Context: an optimization exercise on an open-source flow, tuned for small area. The choices shown serve that exercise and are no tape-out recipe.
In this exercise RTL edits were held to simulation tests only and were not proved equivalent to the original.
No activity file was given, so power comes from the tool's default toggle rates.

==> flow/config.mk <==
export PLATFORM = sky130hd
export DESIGN_NAME = PWM
export DESIGN_NICKNAME = PWM
export VERILOG_FILES = /design/flow/design.v
export SDC_FILE = /design/flow/constraint.sdc
export NUM_CORES = 4
export LEC_CHECK = 0
export CAP_MARGIN = 20
export CORE_MARGIN = 2
export CORE_UTILIZATION = 40
export PLACE_DENSITY = 0.6
export SLEW_MARGIN = 20
==> flow/constraint.sdc <==
create_clock -name core_clock -period 4.0 [get_ports {PCLK}]
set_input_delay 0.8000 -clock core_clock [delete_from_list [all_inputs] [get_ports {PCLK}]]
set_output_delay 0.8000 -clock core_clock [all_outputs]
set_load 0.01 [all_outputs]
==> flow/design.v <==
module PWM(
input PCLK,
input PRESERN,  
input PSEL,  
input PENABLE,  
output wire PREADY,  
output wire PSLVERR,  
input PWRITE,  
input [31:0] PADDR,  
input wire [31:0] PWDATA,  
output wire [31:0] PRDATA,  
output reg power,
output reg pitch,
output reg yaw
);
reg [31:0] motorduty_cycle;
reg [31:0] motorpwm_count; 
reg [31:0] yawduty_cycle;
reg [31:0] yawpwm_count;
reg [31:0] pitchduty_cycle;
reg [31:0] pitchpwm_count;
wire power_write_enable = (PENABLE && PWRITE && PADDR[3:0] == 'h0);
wire yaw_write_enable = (PENABLE && PWRITE && PADDR[3:0] == 'h4);
wire pitch_write_enable = (PENABLE && PWRITE && PADDR[3:0] == 'h8);
assign PSLVERR = 0;
assign PREADY = 1;
assign PRDATA = 0;
always @(posedge PCLK)
begin
	if (!PRESERN)
	begin
		motorpwm_count <= 0;
		motorduty_cycle <= 0;
		power <= 0;
	end
	else
	begin
	if (motorpwm_count >= 1000000)
		motorpwm_count <= 0;
	else 
		motorpwm_count <= motorpwm_count + 1;
	if (power_write_enable)
		motorduty_cycle <= PWDATA;
	if (motorpwm_count >= motorduty_cycle)
		power <= 0;
	else
		power <= 1;
	end
end
always @(posedge PCLK)
begin
	if (!PRESERN)
	begin
		yawpwm_count <= 0;
		yawduty_cycle <= 0;
		yaw <= 0;
	end
	else
	begin
	if (yawpwm_count >= 2000000)
		yawpwm_count <= 0;
	else
		yawpwm_count <= yawpwm_count + 1;
	if (yaw_write_enable)
		yawduty_cycle <= PWDATA;
	if (yawpwm_count >= yawduty_cycle)
		yaw <= 0;
	else
		yaw <= 1;
	end
end
always @(posedge PCLK)
begin
	if (!PRESERN)
	begin
		pitchpwm_count <= 0;
		pitchduty_cycle <= 0;
		pitch <= 0;
	end
	else
	begin
	if (pitchpwm_count >= 2000000)
		pitchpwm_count <= 0;
	else
		pitchpwm_count <= pitchpwm_count + 1;
	if (pitch_write_enable)
		pitchduty_cycle <= PWDATA;
	if (pitchpwm_count >= pitchduty_cycle)
		pitch <= 0;
	else
		pitch <= 1;
	end
end
endmodule
==> flow/run.sh <==
#!/bin/bash
# synth_recipe.tcl (not shown) runs the flow's synth.tcl, then flattens the netlist and writes it again
# the make line also repeats each setting of config.mk as NAME=value (left out here)
make -C /OpenROAD-flow-scripts/flow DESIGN_CONFIG=/design/flow/config.mk WORK_HOME=/design/flow/orfs CLKGATE_MAP_FILE= SYNTH_SCRIPT=/design/flow/synth_recipe.tcl finish
==> impl_metrics.toml, run 1 <==
[floorplan]
die_x_um = 160
io_pins = 106
dieArea_um2 = 25600
fp.dieH_um = 160
coreArea_um2 = 24100
start_util = 0.403
rows = 57

[yosys]
synth_top_cells_by_area = "dfxtp_1, ha_1, nand2_1"
synth_top_cell_by_area = "dfxtp_1"
syn_area_per_cell_um2 = 8.36
yosysWarnings = 1
yosysSeqAreaShare = 0.401
synth_seq_cells = 195
synth_area_um2 = 9720
synth_cell_type_count = 45
synthCells = 1163
synth_top_cell_area_share = 0.401

[power]
powerDensity_nw_per_um2 = 349
irDropWorstVdd_mv = 0.200
p_leak_nw = 4.05

[cells_and_area]
syn_to_final_growth_pct = 13.3
fin_area_um2 = 11000
nNetsFinal = 1396
diodes = 0
post-route-util = 0.457
drive_gt1_frac = 0.0404

[setup_path]
crit_chain = "ha_1 > a211o_1 > a31oi_1 > o31ai_1 > a211o_1 > a21oi_1"
slowest_stage = "dfxtp_1"
required_ns = 4.29
crit_path_max_fanout = 7
cpPeakStageDelay_ns = 0.48
worstPathArrival_ns = 2.50
cp-start-kind = "flop"
crit_top_cell = "a211o_1"
endpoint_kind = "flop"
path_class = "flop to flop"

[clock_tree]
cts-root-buf = "clkbuf_16"
cts_made_buffers = 17
cts_sinks = 195
postCtsSetupBuffers = 0
clock_path_buffers = 2
cts_hold_buf = 0
cts_tree = "built"
clkTransAtPathRegs_ns = 0.07
clk-insertion-delay-late_ns = 0.44
htree_levels = 4
postCtsResizedCells = 0

[place]
placed_area_um2 = 10400
gp_congestion = 0.780
io_buffers = 42
dp_hpwl_um = 14800

[drt]
drt_first_pass_iters = 6
wl_met2_um = 9010
antenna_left = 0
met3WireLength_um = 848
wirelength_um = 20100
m1WireLength_um = 9890
drt_iter0_markers = 305
drc = 0
vias_per_cell = 4.68
top_layer = "met5"
vias = 7312
routedWlPerCell_um = 12.8

[grt]
overflow = 0
grt_antenna_before_repair = 2
grt_max_degree = 96
grt_pass1_wl_um = 33900
first_global_vias = 6871
grt_usage = 0.162

[timing]
clock.fmax_mhz = 453
period_needed_ns = 2.21
holdWs_ns = 0.452
hold_viol_final = 0
min_period_over_period = 0.551
slew_headroom = 0.465
rsz0062_at_grt = "false"
worst_pin_slew_ns = 0.802
setup_tns_ns = 0
maxSlewViolCount = 0
finalClockSkew_ns = 0.00856
finalSetupViolCount = 0

[run]
drv_cap = 0

[status]
outcome = "finished clean"

[hold_path]
hold_path.class = "flop to flop"
==> critical path, delay by kind of cell, from the launching register on <==
| kind | cells | cell delay, ns |
|---|---|---|
| flops | 1 | 0.48 |
| compound gates | 5 | 1.27 |
| fa+ha+maj | 1 | 0.31 |
==> where the power goes <==
part	internal, mW	switching (mW)	leakage [nW]
combinational	0.0848	0.103	2.19
clock	0.885	0.792	0.271
sequential	1.97	0.0144	1.58
total	2.94	0.909	4.05
==> metal layers <==
layer / vias up / GRT usage
li1: 3851 / -
met1: 3343 / 0.215
met2: 89 / 0.261
met3: 25 / 0.0366
met4: 4 / 0.0557
met5: - / 0
==> cell usage in the layout (no fill, tap or decap), drive strengths merged, types with 21 or more instances in the layout <==
master	n
a21boi	96
a21oi	36
clkdlybuf4s50	41
conb	68
dfxtp	195
ha	102
inv	110
nand2	249
nand3	25
nand4	21
nor2	91
o21ai	21
xor2	36
==> worst paths after layout <==
| path | from | end | slack (ns) | depth (start not counted) |
|---|---|---|---|---|
| setup reg to reg | yawpwm_count[2] | yaw | 1.79 | 6 |
| hold / removal | pitchduty_cycle[12] | pitchduty_cycle[12] | 0.45 | 2 |
| hold reg to reg | pitchduty_cycle[12] | pitchduty_cycle[12] | 0.45 | 2 |
| setup / recovery | yawpwm_count[2] | yaw | 1.79 | 6 |
==> metrics by stage <==
step,std cells,total power [mW],setup slack [ns]
6_report,1562,3.85,1.79
5_1_grt,1562,4.00,1.69
4_1_cts,1562,3.90,1.60
3_5_place_dp,1530,2.22,1.12
3_3_place_gp,1530,2.22,1.14
2_1_floorplan,1229,2.15,2.12
==> area by class of cell <==
cell class | instances | area [µm²]
flip-flops and latches | 195 | 3900
clock buffers | 19 | 443
clock inverters | 13 | 128
multi-input cells | 853 | 5250
inverters | 107 | 402
fillers | 2478 | 13100
well taps | 324 | 405
repair buffers | 51 | 483
==> registers in the layout (all words and copies together) (netlist names) <==
register         flops
motorduty_cycle     32
motorpwm_count      32
pitchduty_cycle     32
pitchpwm_count      32
yawduty_cycle       32
yawpwm_count        32
pitch                1
power                1
yaw                  1
==> cell usage after synthesis <==
master,n
a211o_1,3
a211oi_1,8
a21boi_0,86
a21boi_1,10
a21o_1,3
a21oi_1,36
a221oi_1,4
a31oi_1,3
and2_1,4
and3_1,9
and3b_1,1
and4_1,12
buf_2,12
buf_4,34
clkbuf_1,27
clkbuf_2,1
conb_1,2
dfxtp_1,195
ha_1,102
inv_1,107
nand2_1,249
nand2b_1,3
nand3_1,25
nand3b_1,1
nand4_1,20
nand4_2,1
nand4b_1,2
nor2_1,90
nor2_2,1
nor2b_1,7
nor3_1,5
nor3_2,1
nor4_1,10
nor4_2,1
nor4_4,2
nor4b_1,2
o2111ai_1,2
o21a_1,1
o21ai_0,20
o21ai_1,1
o31ai_1,4
or4_1,1
or4b_4,1
xnor2_1,18
xor2_1,36
==> cell families after synthesis <==
group,share of synthesized area
other,0.000772
and+or+nand+nor,0.207
adders and majority gates,0.131
DFF,0.401
AOI/OAI and AO/OA,0.126
buffers and inverters,0.0847
xor gates and xnor gates,0.0486
==> run 2, diff against run 1 <==
==> flow/design.v (replaced) <==
module PWM(
input PCLK,
input PRESERN,  
input PSEL,  
input PENABLE,  
output wire PREADY,  
output wire PSLVERR,  
input PWRITE,  
input [31:0] PADDR,  
input wire [31:0] PWDATA,  
output wire [31:0] PRDATA,  
output reg power,
output reg pitch,
output reg yaw
);
assign PSLVERR = 0;
assign PREADY = 1;
assign PRDATA = 0;
wire wr = PENABLE & PWRITE;
wire power_write_enable = wr & (PADDR[3:0] == 4'h0);
wire yaw_write_enable   = wr & (PADDR[3:0] == 4'h4);
wire pitch_write_enable = wr & (PADDR[3:0] == 4'h8);
wire big21 = |PWDATA[31:21];
wire big20 = big21 | PWDATA[20];
reg [19:0] mcnt;
reg [20:0] ycnt;
wire mwrap = &(mcnt | ~20'hF4240);
wire ywrap = &(ycnt | ~21'h1E8480);
always @(posedge PCLK) begin
	if (!PRESERN || mwrap)
		mcnt <= 0;
	else
		mcnt <= mcnt + 1'b1;
	if (!PRESERN || ywrap)
		ycnt <= 0;
	else
		ycnt <= ycnt + 1'b1;
end
reg [19:0] mduty;
reg [20:0] yduty, pduty;
reg mbig, ybig, pbig;
reg mvalid, yvalid, pvalid;
always @(posedge PCLK) begin
	if (power_write_enable) begin
		mduty <= PWDATA[19:0];
		mbig  <= big20;
	end
	if (yaw_write_enable) begin
		yduty <= PWDATA[20:0];
		ybig  <= big21;
	end
	if (pitch_write_enable) begin
		pduty <= PWDATA[20:0];
		pbig  <= big21;
	end
end
always @(posedge PCLK) begin
	if (!PRESERN) begin
		mvalid <= 0;
		yvalid <= 0;
		pvalid <= 0;
		power <= 0;
		yaw <= 0;
		pitch <= 0;
	end else begin
		if (power_write_enable) mvalid <= 1;
		if (yaw_write_enable)   yvalid <= 1;
		if (pitch_write_enable) pvalid <= 1;
		power <= mvalid & (mbig | (mcnt < mduty));
		yaw   <= yvalid & (ybig | (ycnt < yduty));
		pitch <= pvalid & (pbig | (ycnt < pduty));
	end
end
endmodule
==> run 2 against run 1 <==
Effect of this change: utilization increased by 1.3 points; via count decreased by 49%; global-route usage down 1.1 points; setup slack improved by 0.15 ns; die area down 41%; first-iteration DRC count decreased by 40%; area after synthesis shrank 42%; clock power shrank 43%.
==> impl_metrics.toml, run 2 <==
[status]
outcome = "finished clean"

[yosys]
synth_edf_count = 65
synth-main-ff-cell = "edfxtp_1"
synthArstFlopShare = 0
synth_area_um2 = 5620
synth_top_cell_by_area = "edfxtp_1"
synth_cell_type_count = 43
yosysMostFrequentCell = "edfxtp_1"
synth_top_cells_by_area = "edfxtp_1, dfxtp_1, ha_1"
yosys-top-cells-count = "edfxtp_1, inv_1, ha_1, dfxtp_1, nor2_1"
synth_top_cell_area_share = 0.347
synthCells = 520
syn_area_per_cell_um2 = 10.8
yosysSeqAreaShare = 0.515
synth_seq_cells = 112
yosysWarnings = 1

[hold_path]
hold_path.class = "flop to flop"

[cells_and_area]
final_cell_mix = "edfxtp_1, inv_1, ha_1"
drive_gt1_frac = 0.0503
syn_to_final_growth_pct = 15.5
fin_area_um2 = 6490
diodes = 0
mostFrequentLayoutCell = "edfxtp_1"
final_cells = 757
nFillCells = 1252
reg_top3 = "pduty (21), ycnt (21), yduty (21)"
nNetsFinal = 702

[floorplan]
dieArea_um2 = 15000
coreArea_um2 = 13800
io_pins = 106
rows = 43
fp.dieH_um = 123
die_x_um = 123
start_util = 0.406

[timing]
min_period_over_period = 0.513
worst_slack_ns = 1.95
hold_viol_final = 0
maxSlewViolCount = 0
finalClockSkew_ns = 0.00583
slew_headroom = 0.667
holdWs_ns = 0.452
setup_tns_ns = 0
finalSetupViolCount = 0
rsz0062_at_grt = "false"
period_needed_ns = 2.05
clock.fmax_mhz = 488
worst_pin_slew_ns = 0.494

[power]
p_leak_nw = 2.78
p_sw_frac = 0.199
irDropWorstVdd_mv = 0.195
p_sw_mw = 0.458
powerDensity_nw_per_um2 = 355
clkPwrFrac = 0.416
p_int_mw = 1.85
combPwrFrac = 0.046
power.share.sequential = 0.537

[clock_tree]
cts_tree = "built"
clkTransAtPathRegs_ns = 0.07
clock_path_buffers = 2
cts_hold_buf = 0
clk-insertion-delay-late_ns = 0.34
cts-root-buf = "clkbuf_16"
postCtsResizedCells = 0
cts_sinks = 112
postCtsSetupBuffers = 0
cts_made_buffers = 9
htree_levels = 3

[setup_path]
endpoint_kind = "flop"
path_class = "primary input to flop"
cp-start-kind = "primary input"
worstPathArrival_ns = 2.06
ff2ff_setup_slack_ns = 2.03
crit_path_max_fanout = 23
required_ns = 4.01

[place]
place_inst = 741
placed_area_um2 = 6170
dp_hpwl_um = 8010
io_buffers = 42
post-place-ws_ns = 1.59
gp_congestion = 0.859

[grt]
grt_antenna_before_repair = 0
overflow = 0
first_global_vias = 3697
grt_max_degree = 24
grt_pass1_wl_um = 17500
grt_usage = 0.151

[run]
drv_cap = 0

[drt]
routedWlPerCell_um = 14.0
drt_first_pass_iters = 4
drt_iter0_markers = 182
wirelength_um = 10600
vias = 3733
drc = 0
vias_per_cell = 4.93
antenna_left = 0
## run 2: cell types whose count changed after synthesis, sizes merged, moves of 24 or more
cell    change
nand2     -224
a21boi     -95
nor2       -47
inv        -43
edfxtp     +65
dfxtp     -148
ha         -41
clkbuf     -24
## run 2: final cells by class
class,count,area [µm²],share of cell area
clock buffer,11,243,0.0374
inverter,64,240,0.0370
timing repair buffer,47,458,0.0706
sequential,112,2890,0.446
multi-input combinational,338,2350,0.362
clock inverter,5,80.1,0.0123
tap,180,225,0.0347
## run 2: cells by family after synthesis
family / share of synthesized area
other: 0.00134
buffers and inverters: 0.0908
adder cells (fa/ha/maj): 0.136
AND/OR/NAND/NOR: 0.137
AO/OA/AOI/OAI: 0.0750
flip-flops: 0.515
XOR/XNOR: 0.0452
## run 2: final timing paths
kind | startpoint | cells past startpoint | endpoint
max | PADDR[1] | 5 | yduty[0]
min reg2reg | yvalid | 2 | yaw
max reg2reg | ycnt[15] | 6 | yaw
min | yvalid | 2 | yaw
## run 2: routing by layer
| layer | part of all wire | global-route usage |
|---|---|---|
| met5 | 0 | 0 |
| met4 | 0.015 | 0.0582 |
| met3 | 0.035 | 0.0293 |
| met2 | 0.49 | 0.257 |
| met1 | 0.46 | 0.191 |
## run 2: power groups by stage
stage          clock network [mW]  logic [mW]  registers (mW)
3_3_place_gp                    0       0.104            1.26
3_5_place_dp                    0       0.108            1.26
4_1_cts                     0.981       0.108            1.24
2_1_floorplan                   0      0.0710            1.26
5_1_grt                      1.02       0.121            1.24
6_report                    0.959       0.107            1.24
## run 2: worst max-delay path, stage by stage
cell	delay (ns)
clkdlybuf4s50_1	0.40
nor2_1	0.10
nand3_1	0.18
nor3b_2	0.22
buf_4	0.35
## run 2: stage by stage
step	power, mW	utilization
floorplan	1.33	-
global placement	1.37	0.446
detailed placement	1.37	0.446
CTS	2.33	0.469
global route	2.38	0.469
finish	2.30	0.469
==> run 3, diff against run 2 <==
--- a/flow/design.v
+++ b/flow/design.v
@@ -24,2 +24,3 @@
 wire big20 = big21 | PWDATA[20];
+wire [20:0] nwdata = ~PWDATA[20:0];
 reg [19:0] mcnt;
@@ -38,4 +39,14 @@
 end
-reg [19:0] mduty;
-reg [20:0] yduty, pduty;
+function lt21(input [20:0] c, input [20:0] nd);
+	integer i;
+	reg k;
+	begin
+		k = 1'b1;
+		for (i = 0; i < 21; i = i + 1)
+			k = (c[i] & nd[i]) | ((c[i] | nd[i]) & k);
+		lt21 = ~k;
+	end
+endfunction
+reg [19:0] mnduty;           
+reg [20:0] ynduty, pnduty;   
 reg mbig, ybig, pbig;
@@ -44,12 +55,12 @@
 	if (power_write_enable) begin
-		mduty <= PWDATA[19:0];
-		mbig  <= big20;
+		mnduty <= nwdata[19:0];
+		mbig   <= big20;
 	end
 	if (yaw_write_enable) begin
-		yduty <= PWDATA[20:0];
-		ybig  <= big21;
+		ynduty <= nwdata;
+		ybig   <= big21;
 	end
 	if (pitch_write_enable) begin
-		pduty <= PWDATA[20:0];
-		pbig  <= big21;
+		pnduty <= nwdata;
+		pbig   <= big21;
 	end
@@ -68,5 +79,5 @@
 		if (pitch_write_enable) pvalid <= 1;
-		power <= mvalid & (mbig | (mcnt < mduty));
-		yaw   <= yvalid & (ybig | (ycnt < yduty));
-		pitch <= pvalid & (pbig | (ycnt < pduty));
+		power <= mvalid & (mbig | lt21({1'b0, mcnt}, {1'b1, mnduty}));
+		yaw   <= yvalid & (ybig | lt21(ycnt, ynduty));
+		pitch <= pvalid & (pbig | lt21(ycnt, pnduty));
 	end
==> flow/flow/run.sh (new file) <==
#!/bin/bash
# Own layout flow: the standard ORFS flow (standard.sh), with two changes to how the layout
# is made:
#  * synthesis is the standard script, but the ABC step maps the combinational logic
#    with an area-oriented script (flow/area.abc) instead of ORFS's speed script;
#    registers, their names and cell types are untouched (mapped before ABC runs);
#  * the port buffers that ORFS inserts on every input and output use the smallest
#    buffer cell (buf_1) instead of the default choice.
# Each tool's output goes to its own log in this folder (ORFS keeps per-step logs under orfs/logs).
set -euo pipefail
cd "$(dirname "$0")/.."
W=$PWD
ABC_SCRIPT=$W/flow/area.abc

{
  echo 'proc synth {args} { yosys synth -nofsm -noshare {*}$args }'
  cat <<TCL
proc abc {args} {
  set i [lsearch -exact \$args -script]
  if { \$i >= 0 } { set args [lreplace \$args [expr {\$i+1}] [expr {\$i+1}] {$ABC_SCRIPT}] }
  puts "area abc: \$args"
  yosys abc {*}\$args
}
TCL
  tail -n +2 synth_recipe.tcl
} > own_synth.tcl

bash standard.sh SYNTH_SCRIPT=$W/own_synth.tcl \
  "BUFFER_PORTS_ARGS=-buffer_cell sky130_fd_sc_hd__buf_1" finish > make_flow.log 2>&1
==> flow/flow/area.abc (new file) <==
strash
ifraig
scorr
dc2
dretime
strash
&get -n
&dch -f
&nf -a
&put
topo
==> flow/standard.sh (new file) <==
#!/bin/bash
# synth_recipe.tcl (not shown) runs the flow's synth.tcl, then flattens the netlist and writes it again
# the make line also repeats each setting of config.mk as NAME=value (left out here)
make -C /OpenROAD-flow-scripts/flow DESIGN_CONFIG=/design/flow/config.mk WORK_HOME=/design/flow/orfs CLKGATE_MAP_FILE= SYNTH_SCRIPT=/design/flow/synth_recipe.tcl "${@:-finish}"
removed: flow/run.sh
==> run 3 against run 2 <==
Effect of this change: clock skew up 0.00078 ns; setup slack worse by 0.92 ns; area after synthesis down 17%; design area down 19%; largest cell class unchanged; synthesized cell count down 22%; register-to-register slack worse by 1.0 ns; fmax down 31%.
==> impl_metrics.toml, run 3 <==
[status]
outcome = "finished clean"

[setup_path]
cp-start-kind = "flop"
cp_num_buf_inv = 0
path_class = "flop to flop"
crit_chain = "a22oi_1 > a21oi_1 > a221oi_1 > o21ai_0 > a22oi_1 > o21ai_0 > a222oi_1 > a2bb2oi_1 > o21ai_0 > a22oi_1 > o21ai_0 > a222oi_1 > a2bb2oi_1 > o311a_1"
slowest_stage = "edfxtp_1"
crit_path_max_fanout = 2
crit_top_cell = "o21ai_0"
endpoint_kind = "flop"
required_ns = 4.29
ff2ff_setup_slack_ns = 1.03
critPathTopFamily = "compound AO/OA/AOI/OAI gates"
worstPathArrival_ns = 3.26
r2r-start = "pnduty[2]"
critical_path.startpoint = "pnduty[2]"
cpPeakStageDelay_ns = 0.39

[cells_and_area]
reg_top3 = "pnduty (21), ycnt (21), ynduty (21)"
final_cell_mix = "edfxtp_1, dfxtp_1, buf_1"
mostFrequentLayoutCell = "edfxtp_1"
multi_input_area_um2 = 1560
drive_gt1_frac = 0.0516
nNetsFinal = 531
syn_to_final_growth_pct = 12.9
post-route-util = 0.463
nFillCells = 1022
diodes = 0
regArea_um2 = 2890

[floorplan]
die_x_um = 112
fp.dieH_um = 112
io_pins = 106
coreArea_um2 = 11400
rows = 39
start_util = 0.410
dieArea_um2 = 12500

[yosys]
synth_top_cell_by_area = "edfxtp_1"
synth-main-ff-cell = "edfxtp_1"
yosysWarnings = 1
synth_mux_area_frac = 0
synth_area_um2 = 4660
synth_xor_area_frac = 0.00752
yosys-top-cells-count = "edfxtp_1, dfxtp_1, buf_4, a21oi_1, nor3_1"
synthArstFlopShare = 0
synthCells = 404
yosysSeqAreaShare = 0.621
syn_area_per_cell_um2 = 11.5
yosys.area_share.adder = 0.00537
synth_seq_cells = 112
synth_top_cells_by_area = "edfxtp_1, dfxtp_1, buf_4"
synth_cell_type_count = 37
synth_edf_count = 65
synth_top_family_by_area = "compound AO/OA/AOI/OAI gates"
synth-simple-area-share = 0.124
yosysMostFrequentCell = "edfxtp_1"
synth-compound-area-share = 0.168
synth_top_cell_area_share = 0.419

[clock_tree]
clk-insertion-delay-late_ns = 0.34
clock_path_buffers = 2
cts_sinks = 112
clkTransAtPathRegs_ns = 0.07
cts_hold_buf = 0
cts-root-buf = "clkbuf_16"
postCtsSetupBuffers = 0
postCtsResizedCells = 0
cts_made_buffers = 9
htree_levels = 3
cts_tree = "built"

[timing]
rsz0062_at_grt = "false"
clock.fmax_mhz = 336
min_period_over_period = 0.743
period_needed_ns = 2.97
finalClockSkew_ns = 0.00661
hold_viol_final = 0
maxSlewViolCount = 0
setup_tns_ns = 0
finalSetupViolCount = 0

[drt]
drt_first_pass_iters = 6
routedWlPerCell_um = 14.2
vias = 3252
antenna_left = 0
vias_per_cell = 5.35
wirelength_um = 8610
drt_iter0_markers = 162
drc = 0

[hold_path]
worstHoldStart = "mvalid"
hold_path.class = "flop to flop"

[place]
gp_congestion = 0.800
dp_hpwl_um = 6100
io_buffers = 42

[grt]
grt_usage = 0.141
grt_pass1_wl_um = 14100
overflow = 0
grt_antenna_before_repair = 0
grt_max_degree = 24
first_global_vias = 2971

[run]
drv_cap = 0

[power]
powerDensity_nw_per_um2 = 445
irDropWorstVdd_mv = 0.268
p_leak_nw = 1.82
## run 3: cell count changes after synthesis, moves of 16 or more
| cell | previous run | this run |
|---|---|---|
| a22oi_1 | 0 | 20 |
| xor2_1 | 17 | 1 |
| ha_1 | 61 | 2 |
| nor2_1 | 44 | 27 |
| clkinv_1 | 0 | 23 |
| nor3_1 | 7 | 29 |
| and3_1 | 5 | 24 |
| inv_1 | 64 | 0 |
| o22ai_1 | 0 | 19 |
| nand2_1 | 25 | 7 |
## run 3: power by group
group / internal (mW) / switching [mW]
clock network: 0.620 / 0.404
logic: 0.0241 / 0.0523
registers: 1.23 / 0.0113
## run 3: metrics by stage
stage	instance area, µm²	hold WS (ns)	power [mW]	instances	worst slack [ns]
after floorplan	4780	0.428	1.33	436	0.861
after global placement	4910	0.435	1.34	592	1.07
after detailed placement	4910	0.445	1.34	592	1.05
after CTS	5260	0.456	2.37	608	1.00
after global routing	5260	0.469	2.43	608	0.614
final	5260	0.452	2.34	608	1.03
## run 3: cell families after synthesis
group | count (synthesis)
XOR/XNOR | 4
buffers and inverters | 57
adder cells (fa/ha/maj) | 2
AO/OA/AOI/OAI | 116
flip-flops | 112
AND/OR/NAND/NOR | 111
other | 2
## run 3: worst paths after layout
check             depth (start not counted)    end
hold / removal                            1  power
setup reg to reg                         14  pitch
hold reg to reg                           1  power
setup / recovery                         14  pitch
## run 3: layer usage
layer	GRT usage	share of wire	routed length, µm
met1	0.185	0.46	3950
met2	0.229	0.48	4170
met3	0.0201	0.039	332
met4	0.0756	0.019	162
met5	0	0	0
## run 3: layout make-up
type | count | area share
Multi-Input combinational cell | 267 | 0.296
Sequential cell | 112 | 0.550
Inverter | 23 | 0.0164
Timing Repair Buffer | 47 | 0.0371
Clock buffer | 9 | 0.0428
Clock inverter | 7 | 0.0240
Tap cell | 143 | 0.0340
==> run 4, diff against run 3 <==
==> flow/design.v (replaced) <==
module PWM(
input PCLK,
input PRESERN,  
input PSEL,  
input PENABLE,  
output wire PREADY,  
output wire PSLVERR,  
input PWRITE,  
input [31:0] PADDR,  
input wire [31:0] PWDATA,  
output wire [31:0] PRDATA,  
output reg power,
output reg pitch,
output reg yaw
);
assign PSLVERR = 0;
assign PREADY = 1;
assign PRDATA = 0;
wire wr = PENABLE & PWRITE;
wire power_write_enable = wr & (PADDR[3:0] == 4'h0);
wire yaw_write_enable   = wr & (PADDR[3:0] == 4'h4);
wire pitch_write_enable = wr & (PADDR[3:0] == 4'h8);
wire big = |PWDATA[31:21];
wire [20:0] nload = ~({21{PRESERN}} & (PWDATA[20:0] | {21{big}}));
reg [19:0] mcnt;
reg [20:0] ycnt;
wire mwrap = &(mcnt | ~20'hF4240);
wire ywrap = &(ycnt | ~21'h1E8480);
always @(posedge PCLK) begin
	if (!PRESERN || mwrap)
		mcnt <= 0;
	else
		mcnt <= mcnt + 1'b1;
	if (!PRESERN || ywrap)
		ycnt <= 0;
	else
		ycnt <= ycnt + 1'b1;
end
function lt21(input [20:0] c, input [20:0] nd);
	integer i;
	reg k;
	begin
		k = 1'b1;
		for (i = 0; i < 21; i = i + 1)
			k = (c[i] & nd[i]) | ((c[i] | nd[i]) & k);
		lt21 = ~k;
	end
endfunction
reg [20:0] mnduty, ynduty, pnduty;   
always @(posedge PCLK) begin
	if (power_write_enable || !PRESERN) mnduty <= nload;
	if (yaw_write_enable   || !PRESERN) ynduty <= nload;
	if (pitch_write_enable || !PRESERN) pnduty <= nload;
end
always @(posedge PCLK) begin
	power <= PRESERN & lt21({1'b0, mcnt}, mnduty);
	yaw   <= PRESERN & lt21(ycnt, ynduty);
	pitch <= PRESERN & lt21(ycnt, pnduty);
end
endmodule
--- a/flow/flow/run.sh
+++ b/flow/flow/run.sh
@@ -1,4 +1,4 @@
 #!/bin/bash
-# Own layout flow: the standard ORFS flow (standard.sh), with two changes to how the layout
-# is made:
+# Own layout flow: the standard ORFS flow (standard.sh), with these changes to how the
+# layout is made:
 #  * synthesis is the standard script, but the ABC step maps the combinational logic
@@ -7,3 +7,4 @@
 #  * the port buffers that ORFS inserts on every input and output use the smallest
-#    buffer cell (buf_1) instead of the default choice.
+#    buffer cell (buf_1) instead of the default choice;
+#  * clock tree synthesis uses smaller clock buffers and no dummy loads.
 # Each tool's output goes to its own log in this folder (ORFS keeps per-step logs under orfs/logs).
@@ -27,3 +28,4 @@
 
-bash standard.sh SYNTH_SCRIPT=$W/own_synth.tcl \
-  "BUFFER_PORTS_ARGS=-buffer_cell sky130_fd_sc_hd__buf_1" finish > make_flow.log 2>&1
+export BUFFER_PORTS_ARGS="-buffer_cell sky130_fd_sc_hd__buf_1"
+export CTS_ARGS="-sink_clustering_enable -repair_clock_nets -dont_use_dummy_load -buf_list {sky130_fd_sc_hd__clkbuf_4 sky130_fd_sc_hd__clkbuf_8} -sink_clustering_size 30 -sink_clustering_max_diameter 100"
+bash standard.sh SYNTH_SCRIPT=$W/own_synth.tcl finish > make_flow.log 2>&1
==> flow/flow/area.abc (replaced) <==
strash
&get -n
&st
&syn2
&dch -f
&nf -a
&put
topo
==> run 4 against run 3 <==
Effect of this change: clock skew increased by 0.019 ns; flip-flop and latch count decreased by 5; setup slack improved by 0.19 ns; design area decreased by 6.0%; die area decreased by 1.9%; routed wire length decreased by 2.0%; area after synthesis decreased by 2.0%; count of clock-buffer cells in the layout unchanged; critical path type unchanged; critical endpoint is now pitch; largest cell class unchanged; largest power group unchanged; highest routed layer unchanged.
==> impl_metrics.toml, run 4 <==
[floorplan]
fp.dieH_um = 111
rows = 39
die_x_um = 111
start_util = 0.405
dieArea_um2 = 12300
io_pins = 106
coreArea_um2 = 11300

[power]
irDropWorstVdd_mv = 0.178
p_sw_mw = 0.419
clkPwrFrac = 0.270
powerDensity_nw_per_um2 = 383
power_mw = 1.90
combPwrFrac = 0.059
p_leak_nw = 1.64
power.share.sequential = 0.671
p_sw_frac = 0.221
p_int_mw = 1.48

[cells_and_area]
nFillCells = 1070
regArea_um2 = 2770
drive_gt1_frac = 0.0334
final_cells = 592
syn_to_final_growth_pct = 8.33
nNetsFinal = 522
mostFrequentLayoutCell = "edfxtp_1"
post-route-util = 0.439
multi_input_area_um2 = 1670
final_cell_mix = "edfxtp_1, dfxtp_1, buf_1"
diodes = 0

[yosys]
yosys-top-cells-count = "edfxtp_1, dfxtp_1, o21ai_0, buf_4, nor2_1"
synth_top_cell_area_share = 0.414
synth-main-ff-cell = "edfxtp_1"
synth_cell_type_count = 31
yosys.area_share.adder = 0.00548
syn_area_per_cell_um2 = 11.5
synth_seq_cells = 107
synth-simple-area-share = 0.101
synthCells = 396
synth_top_family_by_area = "compound AO/OA/AOI/OAI gates"
yosysMostFrequentCell = "edfxtp_1"
synth_top_cells_by_area = "edfxtp_1, dfxtp_1, buf_4"
yosysWarnings = 1
synth_mux_area_frac = 0
synth_area_um2 = 4570
synth_top_cell_by_area = "edfxtp_1"
synth_xor_area_frac = 0.0383
synth-compound-area-share = 0.186
yosysSeqAreaShare = 0.607
synth_edf_count = 63
synthArstFlopShare = 0

[timing]
finalClockSkew_ns = 0.0255
setup_tns_ns = 0
slew_headroom = 0.314
finalSetupViolCount = 0
maxSlewViolCount = 0
period_needed_ns = 2.78
clock.fmax_mhz = 359
worst_pin_slew_ns = 1.03
worst_slack_ns = 1.22
hold_viol_final = 0
min_period_over_period = 0.696
rsz0062_at_grt = "false"

[grt]
grt_max_degree = 30
overflow = 0
grt_pass1_wl_um = 13900
grt_usage = 0.142
first_global_vias = 2938
grt_antenna_before_repair = 0

[drt]
antenna_left = 0
wirelength_um = 8440
drt_iter0_markers = 218
wl_met2_um = 3900
top_layer = "met4"
routedWlPerCell_um = 14.3
m1WireLength_um = 4020
drt_first_pass_iters = 5
met3WireLength_um = 417
vias = 3142
drc = 0
vias_per_cell = 5.31

[place]
post-place-ws_ns = 1.25
gp_congestion = 0.743
place_inst = 583
io_buffers = 42
dp_hpwl_um = 6100

[setup_path]
path_class = "flop to flop"
required_ns = 4.28
worstPathArrival_ns = 3.07
crit_path_max_fanout = 2
endpoint_kind = "flop"
r2r-start = "pnduty[1]"
ff2ff_path_depth = 11
critical_path.startpoint = "pnduty[1]"
cp-start-kind = "flop"

[clock_tree]
cts_tree = "built"
cts_hold_buf = 0
cts_made_buffers = 9
cts-root-buf = "clkbuf_8"
htree_levels = 3
postCtsResizedCells = 0
clkTransAtPathRegs_ns = 0.10
clk-insertion-delay-late_ns = 0.35
cts_sinks = 107
clock_path_buffers = 2
postCtsSetupBuffers = 0

[hold_path]
hold_path.class = "flop to flop"
whs_path_depth = 1
worstHoldStart = "mcnt[0]"

[status]
outcome = "finished clean"

[run]
drv_cap = 0
-- run 4: cell count changes in the layout (fill, tap and decap cells not counted), sizes merged, moves of 9 or more --
cell,before,now
nand3,5,14
and3,24,9
a222oi,3,12
clkinv,24,5
a21oi,29,13
xor2,1,11
o21ai,12,44
nor3,29,7
-- run 4: worst max-delay path, stage by stage (launching register included) --
cell and delay (ns):
edfxtp_1 0.40, a211oi_1 0.23, o21ai_0 0.12, a222oi_1 0.28
o21ai_0 0.17, a222oi_1 0.28, o21ai_0 0.16, a222oi_1 0.29
o21ai_0 0.16, a222oi_1 0.28, o21ai_0 0.16, a21oi_1 0.17
-- run 4: power by group through the flow --
stage | clock (mW) | sequential (mW) | combinational [mW]
final | 0.512 | 1.27 | 0.112
after global placement | 0 | 1.30 | 0.108
after detailed placement | 0 | 1.30 | 0.112
after floorplan | 0 | 1.29 | 0.0954
after CTS | 0.535 | 1.27 | 0.113
after global routing | 0.578 | 1.28 | 0.127
-- run 4: final cells by class --
cell class | instances | share of cell area
timing repair buffer | 46 | 0.0379
sequential | 107 | 0.560
inverter | 5 | 0.00379
multi-input combinational | 282 | 0.337
tap | 143 | 0.0362
clock buffer | 9 | 0.0250
-- run 4: kinds of logic (layout without fill, tap and decap cells) --
logic type	after synthesis	in the layout
compound gates	129	129
xor+xnor	20	20
fa+ha+maj	2	2
buf+inv	39	60
flops	107	107
other cells	2	34
simple gates	97	97
-- run 4: path summary, 6_finish.rpt --
kind                                 to  slack, ns
worst min register to register  mcnt[0]       0.49
worst min-delay path            mcnt[0]       0.49
worst max register to register    pitch       1.22
worst max-delay path              pitch       1.22
-- run 4: routing by layer --
layer,GRT usage,up-vias
met5,0,-
met4,0.0442,0
met3,0.0416,8
met2,0.221,84
met1,0.192,1467
li1,-,1583
-- run 4: metrics by stage --
step,hold slack [ns],cell area (µm²)
final,0.494,4950
after global routing,0.538,4950
after CTS,0.502,4940
after detailed placement,0.482,4820
after global placement,0.473,4820
after floorplan,0.448,4690
==> run 5, diff against run 4 <==
--- a/flow/flow/run.sh
+++ b/flow/flow/run.sh
@@ -29,3 +29,3 @@
 export BUFFER_PORTS_ARGS="-buffer_cell sky130_fd_sc_hd__buf_1"
-export CTS_ARGS="-sink_clustering_enable -repair_clock_nets -dont_use_dummy_load -buf_list {sky130_fd_sc_hd__clkbuf_4 sky130_fd_sc_hd__clkbuf_8} -sink_clustering_size 30 -sink_clustering_max_diameter 100"
+export CTS_ARGS="-sink_clustering_enable -repair_clock_nets -dont_use_dummy_load -buf_list {sky130_fd_sc_hd__clkbuf_8}"
 bash standard.sh SYNTH_SCRIPT=$W/own_synth.tcl finish > make_flow.log 2>&1
==> run 5 against run 4 <==
Effect of this change: final cell count unchanged; critical path depth unchanged; design area unchanged; largest cell class unchanged; power unchanged; still clean on timing, DRC and antenna; highest routed layer unchanged.
==> impl_metrics.toml, run 5 <==
[drt]
drc = 0
wirelength_um = 8440
vias_per_cell = 5.31
vias = 3142
drt_iter0_markers = 218
drt_first_pass_iters = 5
antenna_left = 0
routedWlPerCell_um = 14.3

[timing]
worst_slack_ns = 1.22
period_needed_ns = 2.78
slew_headroom = 0.314
finalSetupViolCount = 0
maxSlewViolCount = 0
worst_pin_slew_ns = 1.03
min_period_over_period = 0.696
finalClockSkew_ns = 0.0255
rsz0062_at_grt = "false"
clock.fmax_mhz = 359
hold_viol_final = 0
setup_tns_ns = 0

[yosys]
synth_top_family_by_area = "compound AO/OA/AOI/OAI gates"
yosysMostFrequentCell = "edfxtp_1"
synthArstFlopShare = 0
synth_top_cell_area_share = 0.414
synth_top_cell_by_area = "edfxtp_1"
synth-main-ff-cell = "edfxtp_1"
yosysWarnings = 1
synth_xor_area_frac = 0.0383
syn_area_per_cell_um2 = 11.5
synth_seq_cells = 107
synth-simple-area-share = 0.101
synthCells = 396
yosys.area_share.adder = 0.00548
synth_edf_count = 63
synth_cell_type_count = 31
synth_area_um2 = 4570
synth_mux_area_frac = 0
yosys-top-cells-count = "edfxtp_1, dfxtp_1, o21ai_0, buf_4, nor2_1"
synth-compound-area-share = 0.186
synth_top_cells_by_area = "edfxtp_1, dfxtp_1, buf_4"
yosysSeqAreaShare = 0.607

[setup_path]
slowest_stage = "edfxtp_1"
cp-start-kind = "flop"
crit_path_max_fanout = 2
endpoint_kind = "flop"
worstPathArrival_ns = 3.07
cpPeakStageDelay_ns = 0.40
crit_top_cell = "o21ai_0"
crit_chain = "a211oi_1 > o21ai_0 > a222oi_1 > o21ai_0 > a222oi_1 > o21ai_0 > a222oi_1 > o21ai_0 > a222oi_1 > o21ai_0 > a21oi_1"
path_class = "flop to flop"
required_ns = 4.28

[place]
io_buffers = 42
post-place-ws_ns = 1.25
gp_congestion = 0.743
dp_hpwl_um = 6100

[hold_path]
hold_path.class = "flop to flop"

[clock_tree]
cts-root-buf = "clkbuf_8"
cts_made_buffers = 9
cts_hold_buf = 0
htree_levels = 3
cts_tree = "built"
clkTransAtPathRegs_ns = 0.10
cts_sinks = 107
postCtsSetupBuffers = 0
clock_path_buffers = 2
clk-insertion-delay-late_ns = 0.35
postCtsResizedCells = 0

[floorplan]
io_pins = 106
die_x_um = 111
fp.dieH_um = 111
rows = 39
start_util = 0.405
coreArea_um2 = 11300
dieArea_um2 = 12300

[grt]
first_global_vias = 2938
overflow = 0
grt_usage = 0.142
grt_antenna_before_repair = 0
grt_pass1_wl_um = 13900
grt_max_degree = 30

[power]
irDropWorstVdd_mv = 0.178
p_leak_nw = 1.64
powerDensity_nw_per_um2 = 383

[cells_and_area]
nFillCells = 1070
nNetsFinal = 522
syn_to_final_growth_pct = 8.33
diodes = 0
mostFrequentLayoutCell = "edfxtp_1"
final_cell_mix = "edfxtp_1, dfxtp_1, buf_1"
drive_gt1_frac = 0.0334

[status]
outcome = "finished clean"

[run]
drv_cap = 0
[run 5: area by class of cell]
| type | instances | area, µm² | area share |
|---|---|---|---|
| flip-flops and latches | 107 | 2770 | 0.560 |
| multi-input cells | 282 | 1670 | 0.337 |
| repair buffers | 46 | 188 | 0.0379 |
| well taps | 143 | 179 | 0.0362 |
| clock buffers | 9 | 124 | 0.0250 |
| inverters | 5 | 18.8 | 0.00379 |
[run 5: cells by family after synthesis]
family / Yosys count
AOI/OAI and AO/OA: 129
xor gates and xnor gates: 20
adders and majority gates: 2
buffers and inverters: 39
DFF: 107
other: 2
and+or+nand+nor: 97
[run 5: worst paths after layout]
check | from | end | slack (ns) | cells after the start
min reg2reg | mcnt[0] | mcnt[0] | 0.49 | 1
max | pnduty[1] | pitch | 1.22 | 11
min | mcnt[0] | mcnt[0] | 0.49 | 1
max reg2reg | pnduty[1] | pitch | 1.22 | 11
[run 5: worst max-delay path, delay by kind of cell, from the launching register on]
kind	cells	cell delay [ns]
DFF	1	0.40
AOI/OAI and AO/OA	11	2.30
[run 5: routing by layer]
metal,GRT usage,vias up,wire length [µm]
met2,0.221,84,3900
met3,0.0416,8,417
met4,0.0442,0,107
met5,0,-,0
met1,0.192,1467,4020
li1,-,1583,-
[run 5: power breakdown]
part | leakage, nW | total, mW | switching [mW] | internal, mW
Clock | 0.0647 | 0.512 | 0.309 | 0.203
Combinational | 0.600 | 0.112 | 0.0717 | 0.0407
Sequential | 0.974 | 1.27 | 0.0378 | 1.23
Total | 1.64 | 1.90 | 0.419 | 1.48
[run 5: metrics by stage]
stage	instances	utilization	area [µm²]	hold WS [ns]	total power, mW
2_1_floorplan	428	-	4690	0.448	1.38
3_3_place_gp	583	0.427	4820	0.473	1.41
3_5_place_dp	583	0.427	4820	0.482	1.41
4_1_cts	592	0.438	4940	0.502	1.92
5_1_grt	592	0.439	4950	0.538	1.99
6_report	592	0.439	4950	0.494	1.90
==> run 6, diff against run 5 <==
--- a/flow/design.v
+++ b/flow/design.v
@@ -28,11 +28,16 @@
 wire ywrap = &(ycnt | ~21'h1E8480);
+localparam [19:0] MCLR = 20'hF4241;
+localparam [20:0] YCLR = 21'h1E8481;
+reg [19:0] mnext;
+reg [20:0] ynext;
+integer i;
+always @* begin
+	for (i = 0; i < 20; i = i + 1)
+		mnext[i] = (mcnt[i] ^ (&(mcnt | ~((20'd1 << i) - 20'd1)))) & PRESERN & ~(MCLR[i] & mwrap);
+	for (i = 0; i < 21; i = i + 1)
+		ynext[i] = (ycnt[i] ^ (&(ycnt | ~((21'd1 << i) - 21'd1)))) & PRESERN & ~(YCLR[i] & ywrap);
+end
 always @(posedge PCLK) begin
-	if (!PRESERN || mwrap)
-		mcnt <= 0;
-	else
-		mcnt <= mcnt + 1'b1;
-	if (!PRESERN || ywrap)
-		ycnt <= 0;
-	else
-		ycnt <= ycnt + 1'b1;
+	mcnt <= mnext;
+	ycnt <= ynext;
 end
==> run 6 against run 5 <==
Effect of this change: still clean on timing, DRC and antenna; utilization rose by 0.56 points; design area decreased by 2.2%; clock power about the same; global-route usage grew 0.18 points; fmax down 3.7%; sequential power barely moved; routed wire length fell by 5.1%; via count shrank 7.7%; final cell count fell by 4.7%; clock skew decreased by 0.012 ns; count of clock-buffer cells in the layout unchanged.
==> impl_metrics.toml, run 6 <==
[setup_path]
r2r-start = "ycnt[0]"
crit_path_max_fanout = 5
endpoint_kind = "flop"
ff2ff_path_depth = 13
worst_r2r_endpoint = "ycnt[19]"
ff2ff_setup_slack_ns = 1.11
worstPathArrival_ns = 3.11
required_ns = 4.22
path_class = "flop to flop"
cp-start-kind = "flop"

[run]
drv_cap = 0

[place]
dp_hpwl_um = 5740
gp_congestion = 0.723
io_buffers = 42
placed_area_um2 = 4720

[yosys]
synth_top_family_by_area = "compound AO/OA/AOI/OAI gates"
synth_area_um2 = 4480
syn_area_per_cell_um2 = 12.0
synth_cell_type_count = 31
synthCells = 373
yosysWarnings = 1
synth_edf_count = 63
synth_xor_area_frac = 0.0215
synth_seq_cells = 107
yosys-top-cells-count = "edfxtp_1, dfxtp_1, o21ai_0, buf_4, nor2_1"
synth_top_cells_by_area = "edfxtp_1, dfxtp_1, buf_4"
synth-main-ff-cell = "edfxtp_1"
synth_top_cell_by_area = "edfxtp_1"
yosysSeqAreaShare = 0.619
synthArstFlopShare = 0
yosys.area_share.adder = 0.0279
synth-compound-area-share = 0.174
synth-simple-area-share = 0.0972
synth_top_cell_area_share = 0.422
yosysMostFrequentCell = "edfxtp_1"
synth_mux_area_frac = 0

[clock_tree]
cts_sinks = 107
cts-root-buf = "clkbuf_8"
postCtsSetupBuffers = 0
clkTransAtPathRegs_ns = 0.09
cts_hold_buf = 0
cts_tree = "built"
postCtsResizedCells = 0
clock_path_buffers = 2
htree_levels = 3
clk-insertion-delay-late_ns = 0.36
cts_made_buffers = 9

[floorplan]
die_x_um = 110
coreArea_um2 = 10900
io_pins = 106
dieArea_um2 = 12100
rows = 38
start_util = 0.412
fp.dieH_um = 110

[timing]
min_period_over_period = 0.723
setup_tns_ns = 0
rsz0062_at_grt = "false"
holdWs_ns = 0.431
slew_headroom = 0.294
worst_pin_slew_ns = 1.06
finalClockSkew_ns = 0.0134
clock.fmax_mhz = 346
hold_viol_final = 0
period_needed_ns = 2.89
finalSetupViolCount = 0
maxSlewViolCount = 0

[hold_path]
whs_path_depth = 1
hold_path.class = "flop to flop"
worstHoldStart = "mnduty[20]"
hold_end = "power"

[grt]
grt_usage = 0.144
first_global_vias = 2660
grt_pass1_wl_um = 13000
grt_max_degree = 54
overflow = 0
grt_antenna_before_repair = 0

[power]
irDropWorstVdd_mv = 0.235
powerDensity_nw_per_um2 = 389
power_mw = 1.88
p_leak_nw = 1.72

[drt]
vias_per_cell = 5.14
drc = 0
drt_iter0_markers = 96
wirelength_um = 8010
routedWlPerCell_um = 14.2
antenna_left = 0
vias = 2899
drt_first_pass_iters = 4

[status]
outcome = "finished clean"

[cells_and_area]
drive_gt1_frac = 0.0330
diodes = 0
final_cell_mix = "edfxtp_1, dfxtp_1, o21ai_0"
mostFrequentLayoutCell = "edfxtp_1"
post-route-util = 0.445
syn_to_final_growth_pct = 8.01
fin_area_um2 = 4840
nNetsFinal = 505
[run 6: cell count changes after synthesis, sizes merged, moves of 6 or more]
cell    previous run  this run
nand2             15         9
nand3             14         5
nor2              34        24
ha                 2        10
a31oi              6         0
o22a              14         7
a222oi            12         4
and2               0        20
[run 6: per-layer routing]
layer,wire [µm],global-route usage,vias up
met5,0,0,-
met4,87,0.0416,0
met3,495,0.0533,6
met2,3750,0.233,76
met1,3670,0.179,1348
li1,-,-,1469
[run 6: cell type report]
type | count | area, µm²
fillers | 1034 | 6050
flip-flops and latches | 107 | 2770
multi-input cells | 262 | 1580
repair buffers | 44 | 178
well taps | 140 | 175
clock buffers | 9 | 124
inverters | 2 | 7.51
[run 6: where the power goes]
group	leakage, nW	internal, mW	switching [mW]	total, mW
Sequential	0.974	1.23	0.0341	1.27
Combinational	0.683	0.0360	0.0680	0.104
Clock	0.0647	0.203	0.310	0.513
Total	1.72	1.47	0.412	1.88
[run 6: cell families after synthesis]
group                    after synthesis
AO/OA/AOI/OAI                        123
XOR/XNOR                              11
adder cells (fa/ha/maj)               10
buffers and inverters                 36
flip-flops                           107
other                                  2
AND/OR/NAND/NOR                       84
[run 6: how the worst max path moves through the flow]
stage,from,to,depth (start not counted)
final,ycnt[0],ycnt[19],13
after global routing,ycnt[1],ycnt[19],13
after CTS,ycnt[1],ycnt[19],13
after detailed placement,ycnt[1],ycnt[19],13
after global placement,ycnt[0],ycnt[19],13
after floorplan,PADDR[1],mnduty[0],3
[run 6: through the flow]
step | setup slack, ns | instances
finish | 1.11 | 564
global placement | 1.19 | 554
global route | 0.831 | 564
CTS | 1.09 | 564
detailed placement | 1.13 | 555
floorplan | 0.930 | 405
[run 6: critical path, stage by stage (launching register included)]
cell and delay (ns):
dfxtp_1 0.41, ha_1 0.19, and3_1 0.18, and3_1 0.21, and3_1 0.22, and3_1 0.19, and2_0 0.23, and3_1 0.22
and2_0 0.21, nand2_1 0.11, nor2_1 0.15, and2_0 0.23, xnor2_1 0.14, nor2_1 0.05
==> run 7, diff against run 6 <==
--- a/flow/config.mk
+++ b/flow/config.mk
@@ -7,3 +7,3 @@
 export LEC_CHECK = 0
-export CAP_MARGIN = 20
+export CAP_MARGIN = 0
 export CORE_MARGIN = 2
@@ -11,2 +11,2 @@
 export PLACE_DENSITY = 0.6
-export SLEW_MARGIN = 20
+export SLEW_MARGIN = 0
==> run 7 against run 6 <==
Effect of this change: largest power group unchanged; power rose by 0.12%; routed wire length fell by 1.1%; synthesized cell count did not move; still clean; highest routed layer unchanged; global-route usage fell by 0.15 points; die area did not move.
==> impl_metrics.toml, run 7 <==
[timing]
worst_pin_slew_ns = 1.14
worst_slack_ns = 1.10
finalClockSkew_ns = 0.0166
clock.fmax_mhz = 345
rsz0062_at_grt = "false"
slew_headroom = 0.231
min_period_over_period = 0.725
setup_tns_ns = 0
finalSetupViolCount = 0
hold_viol_final = 0
period_needed_ns = 2.90
maxSlewViolCount = 0

[setup_path]
path_class = "flop to flop"
critical_path.startpoint = "ycnt[0]"
required_ns = 4.21
endpoint_kind = "flop"
r2r-start = "ycnt[0]"
worstPathArrival_ns = 3.11
crit_path_max_fanout = 5
cp-start-kind = "flop"

[place]
dp_hpwl_um = 5690
post-place-ws_ns = 1.13
place_inst = 554
io_buffers = 42
placed_area_um2 = 4710
gp_congestion = 0.723

[run]
drv_cap = 0

[floorplan]
fp.dieH_um = 110
start_util = 0.412
rows = 38
coreArea_um2 = 10900
dieArea_um2 = 12100
die_x_um = 110
io_pins = 106

[clock_tree]
postCtsSetupBuffers = 0
clock_path_buffers = 2
cts_made_buffers = 9
clkTransAtPathRegs_ns = 0.09
cts-root-buf = "clkbuf_8"
cts_tree = "built"
clk-insertion-delay-late_ns = 0.36
cts_hold_buf = 0
postCtsResizedCells = 0
cts_sinks = 107
htree_levels = 3

[grt]
grt_pass1_wl_um = 12800
grt_max_degree = 54
first_global_vias = 2708
grtUsageMet1 = 0.177
met3_usage = 0.0504
grt_antenna_before_repair = 0
top_usage_layer = "met2"
grt_usage = 0.142
overflow = 0
use_met2 = 0.232

[yosys]
synth-main-ff-cell = "edfxtp_1"
synth_area_um2 = 4480
synth_edf_count = 63
synth_top_cell_by_area = "edfxtp_1"
yosysWarnings = 1
yosysSeqAreaShare = 0.619
synth_top_cells_by_area = "edfxtp_1, dfxtp_1, buf_4"
synthArstFlopShare = 0
synthCells = 373
synth_top_cell_area_share = 0.422
yosysMostFrequentCell = "edfxtp_1"
syn_area_per_cell_um2 = 12.0
synth_cell_type_count = 31
synth_seq_cells = 107
yosys-top-cells-count = "edfxtp_1, dfxtp_1, o21ai_0, buf_4, nor2_1"

[power]
powerDensity_nw_per_um2 = 391
p_leak_nw = 1.72
irDropWorstVdd_mv = 0.194

[cells_and_area]
final_cell_mix = "edfxtp_1, dfxtp_1, o21ai_0"
nNetsFinal = 504
final_cells = 563
fin_area_um2 = 4830
diodes = 0
mostFrequentLayoutCell = "edfxtp_1"
syn_to_final_growth_pct = 7.76
drive_gt1_frac = 0.0307
nFillCells = 1032

[drt]
drt_first_pass_iters = 4
drc = 0
antenna_left = 0
drt_iter0_markers = 114
vias = 2912
wirelength_um = 7920
vias_per_cell = 5.17
routedWlPerCell_um = 14.1

[hold_path]
hold_path.class = "flop to flop"
worstHoldStart = "mnduty[20]"

[status]
outcome = "finished clean"
==> run 7: area by class of cell <==
cell class	instances	area [µm²]	share of cell area
flip-flops and latches	107	2770	0.574
multi-input cells	262	1580	0.328
well taps	140	175	0.0363
repair buffers	43	166	0.0345
clock buffers	9	124	0.0256
inverters	2	7.51	0.00155
==> run 7: final timing paths <==
kind	end	slack (ns)	cells past startpoint
hold reg to reg	power	0.43	1
setup / recovery	ycnt[19]	1.10	13
hold / removal	power	0.43	1
setup reg to reg	ycnt[19]	1.10	13
==> run 7: worst max-delay path, cell delays in order (launching register included) <==
cell	delay, ns
dfxtp_1	0.41
ha_1	0.19
and3_1	0.18
and3_1	0.21
and3_1	0.21
and3_1	0.19
and2_0	0.23
and3_1	0.22
and2_0	0.22
nand2_1	0.11
nor2_1	0.15
and2_0	0.23
xnor2_1	0.14
nor2_1	0.05
==> run 7: per-layer routing <==
metal / part of all wire / wire length, µm / up-vias
met4: 0.0096 / 76 / 0
met2: 0.47 / 3720 / 68
met3: 0.049 / 390 / 6
met1: 0.47 / 3730 / 1371
met5: 0 / 0 / -
li1: - / - / 1467
==> run 7: through the flow <==
| step | hold slack (ns) | power, mW | util |
|---|---|---|---|
| after floorplan | 0.408 | 1.37 | - |
| after global placement | 0.423 | 1.39 | 0.432 |
| after detailed placement | 0.428 | 1.40 | 0.432 |
| after CTS | 0.439 | 1.92 | 0.444 |
| after global routing | 0.454 | 1.97 | 0.444 |
| final | 0.435 | 1.89 | 0.444 |
==> run 7: cells by family (layout without fill, tap and decap cells) <==
logic type	count (synthesis)	in the layout	synth area share
compound gates	123	123	0.174
xor+xnor	11	11	0.0215
fa+ha+maj	10	10	0.0279
buf+inv	36	54	0.0586
flops	107	107	0.619
other cells	2	34	0.00168
simple gates	84	84	0.0972
==> run 7: power breakdown <==
part | switching, mW | total, mW | internal, mW
Combinational | 0.0683 | 0.103 | 0.0349
Sequential | 0.0337 | 1.27 | 1.23
Clock | 0.313 | 0.516 | 0.203
Total | 0.415 | 1.89 | 1.47
==> run 8, diff against run 7 <==
--- a/flow/design.v
+++ b/flow/design.v
@@ -30,2 +30,4 @@
 localparam [20:0] YCLR = 21'h1E8481;
+reg [20:0] mt;
+reg [21:0] yt;
 reg [19:0] mnext;
@@ -34,6 +36,12 @@
 always @* begin
-	for (i = 0; i < 20; i = i + 1)
-		mnext[i] = (mcnt[i] ^ (&(mcnt | ~((20'd1 << i) - 20'd1)))) & PRESERN & ~(MCLR[i] & mwrap);
-	for (i = 0; i < 21; i = i + 1)
-		ynext[i] = (ycnt[i] ^ (&(ycnt | ~((21'd1 << i) - 21'd1)))) & PRESERN & ~(YCLR[i] & ywrap);
+	mt[0] = 1'b1;
+	for (i = 0; i < 20; i = i + 1) begin
+		mt[i+1] = mt[i] & mcnt[i];
+		mnext[i] = PRESERN & ~(MCLR[i] & mwrap) & ~mt[i+1] & (mcnt[i] | mt[i]);
+	end
+	yt[0] = 1'b1;
+	for (i = 0; i < 21; i = i + 1) begin
+		yt[i+1] = yt[i] & ycnt[i];
+		ynext[i] = PRESERN & ~(YCLR[i] & ywrap) & ~yt[i+1] & (ycnt[i] | yt[i]);
+	end
 end
==> run 8 against run 7 <==
Effect of this change: synthesized cell count fell by 1.3%; still clean on timing, DRC and antenna; combinational power barely moved; sequential share of layout area rose by 0.88 points; largest power group unchanged; highest routed layer unchanged; global-route usage rose by 0.25 points.
==> impl_metrics.toml, run 8 <==
[yosys]
synth_area_um2 = 4400
synth_top_cell_by_area = "edfxtp_1"
syn_area_per_cell_um2 = 12.0
synth_cell_type_count = 28
yosysMostFrequentCell = "edfxtp_1"
synth_seq_cells = 107
yosys-top-cells-count = "edfxtp_1, o21ai_0, dfxtp_1, buf_4, a21oi_1"
synthArstFlopShare = 0
synth_top_cells_by_area = "edfxtp_1, dfxtp_1, o21ai_0"
synth_top_cell_area_share = 0.430
synth-main-ff-cell = "edfxtp_1"
synthCells = 368
yosysWarnings = 1
synth_edf_count = 63
yosysSeqAreaShare = 0.630

[clock_tree]
clock_path_buffers = 2
htree_levels = 3
cts_sinks = 107
clk-insertion-delay-late_ns = 0.36
cts_made_buffers = 9
cts_tree = "built"
postCtsResizedCells = 0
cts-root-buf = "clkbuf_8"
postCtsSetupBuffers = 0
clkTransAtPathRegs_ns = 0.10
cts_hold_buf = 0

[place]
placed_area_um2 = 4630
post-place-ws_ns = 0.968
gp_congestion = 0.760
dp_hpwl_um = 5690
io_buffers = 42

[floorplan]
coreArea_um2 = 10800
start_util = 0.408
fp.dieH_um = 109
io_pins = 106
dieArea_um2 = 11900
die_x_um = 109
rows = 38

[drt]
drt_first_pass_iters = 4
routedWlPerCell_um = 14.2
antenna_left = 0
wirelength_um = 7940
vias = 2941
drt_iter0_markers = 205
vias_per_cell = 5.26
drc = 0

[power]
irDropWorstVdd_mv = 0.195
power.share.sequential = 0.675
powerDensity_nw_per_um2 = 395
p_leak_nw = 1.63
clkPwrFrac = 0.269
p_int_mw = 1.47
p_sw_frac = 0.215
p_sw_mw = 0.404
combPwrFrac = 0.056

[cells_and_area]
drive_gt1_frac = 0.0334
nFillCells = 1029
final_cell_mix = "edfxtp_1, o21ai_0, dfxtp_1"
mostFrequentLayoutCell = "edfxtp_1"
syn_to_final_growth_pct = 8.07
diodes = 0
nNetsFinal = 490
fin_area_um2 = 4760

[timing]
maxSlewViolCount = 0
slew_headroom = 0.245
min_period_over_period = 0.769
worst_pin_slew_ns = 1.13
setup_tns_ns = 0
hold_viol_final = 0
finalClockSkew_ns = 0.0288
finalSetupViolCount = 0
rsz0062_at_grt = "false"
worst_slack_ns = 0.922
clock.fmax_mhz = 325
period_needed_ns = 3.08

[grt]
grt_usage = 0.145
first_global_vias = 2857
grt_max_degree = 54
grt_antenna_before_repair = 0
grt_pass1_wl_um = 13300
overflow = 0

[run]
drv_cap = 0

[setup_path]
worstPathArrival_ns = 3.34
crit_top_cell = "and3_1"
endpoint_kind = "flop"
slowest_stage = "dfxtp_1"
path_class = "flop to flop"
cpPeakStageDelay_ns = 0.47
crit_chain = "and4_1 > and3_1 > and4_1 > and3_1 > and3_1 > and2_0 > and3_1 > and2_0 > and3_1 > xnor2_1 > nor2_1"
cp-start-kind = "flop"
required_ns = 4.26
ff2ff_path_depth = 11
crit_path_max_fanout = 9

[status]
outcome = "finished clean"

[hold_path]
whs_path_depth = 1
hold_path.class = "flop to flop"
[run 8: area by class of cell]
class	instances	area [µm²]	area share
tap	140	175	0.0368
sequential	107	2770	0.583
multi-input combinational	259	1510	0.318
timing repair buffer	44	174	0.0366
clock buffer	9	124	0.0260
[run 8: kinds of logic after synthesis]
logic type | synth area share
AO/OA/AOI/OAI | 0.205
XOR/XNOR | 0.0139
buffers and inverters | 0.0580
flip-flops | 0.630
other | 0.00171
AND/OR/NAND/NOR | 0.0912
[run 8: metal layers]
metal / vias to the layer above / share of wire / global-route usage
met5: - / 0 / 0
met4: 0 / 0.012 / 0.0467
met3: 6 / 0.048 / 0.0329
met2: 85 / 0.47 / 0.234
met1: 1360 / 0.47 / 0.193
li1: 1490 / - / -
[run 8: through the flow]
stage | hold slack [ns] | utilization | instances | power [mW]
after floorplan | 0.442 | - | 400 | 1.37
after global placement | 0.474 | 0.429 | 550 | 1.40
after detailed placement | 0.491 | 0.429 | 550 | 1.40
after CTS | 0.501 | 0.441 | 559 | 1.91
after global routing | 0.532 | 0.441 | 559 | 1.97
final | 0.501 | 0.441 | 559 | 1.88
[run 8: worst max-delay path: cells and delay by family, from the launching register on]
family / cells / cell delay [ns]
AND/OR/NAND/NOR: 10 / 2.37
XOR/XNOR: 1 / 0.13
flip-flops: 1 / 0.47
[run 8: power groups by stage]
stage / registers, mW / logic, mW / clock network (mW)
2_1_floorplan: 1.28 / 0.0898 / 0
5_1_grt: 1.28 / 0.121 / 0.572
3_3_place_gp: 1.29 / 0.103 / 0
4_1_cts: 1.27 / 0.107 / 0.534
3_5_place_dp: 1.29 / 0.106 / 0
6_report: 1.27 / 0.106 / 0.505
[run 8: worst paths after layout]
check | from | endpoint | slack [ns]
worst max-delay path | ycnt[1] | ycnt[19] | 0.92
worst min-delay path | mcnt[0] | mcnt[0] | 0.50
worst max register to register | ycnt[1] | ycnt[19] | 0.92
worst min register to register | mcnt[0] | mcnt[0] | 0.50

==> port drivers added, routing unchanged <==
Ports are ideal in the flow. The routed layouts listed here were re-timed in OpenROAD.
Step 1, drivers: a clkbuf_16 drives PCLK and a buf_2 each remaining input, both assumed.
Step 2 moves the port delays by t, midway between the first and last clock arrival at a register: inputs arrive t later, outputs are due t later. That takes back most of the time a late clock gives input paths.
Three values: ideal ports, drivers, drivers and shift; two values: the first two.
run | t, ns | setup slack, ns | worst hold slack (ns) | worst slew at a driven data input, ns | pins driven straight from the clock port
run 1 | 0.481 | 1.795 / 1.795 / 1.436 | 0.452 / 0.452 / 0.452 | 0.08 | 1
run 2 | 0.382 | 1.949 / 1.964 / 1.582 | 0.452 / 0.452 / 0.452 | 0.04 | 1
run 3 | 0.376 | 1.026 / 1.026 / 1.026 | 0.452 / 0.452 / 0.452 | 0.04 | 1
run 4 | 0.374 | 1.217 / 1.217 / 1.217 | 0.494 / 0.494 / 0.494 | 0.03 | 1
run 5 | 0.374 | 1.217 / 1.217 / 1.217 | 0.494 / 0.494 / 0.494 | 0.03 | 1
run 6 | 0.391 | 1.109 / 1.109 / 1.109 | 0.431 / 0.431 / 0.431 | 0.03 | 1
run 7 | 0.390 | 1.101 / 1.101 / 1.101 | 0.435 / 0.435 / 0.435 | 0.04 | 1
run 8 | 0.380 | 0.922 / 0.922 / 0.922 | 0.501 / 0.501 / 0.501 | 0.03 | 1
After both steps every run listed still meets setup and hold. For run 2, which loses most, drivers alone change the setup slack by +0.015 ns; drivers and shift together by -0.367 ns.
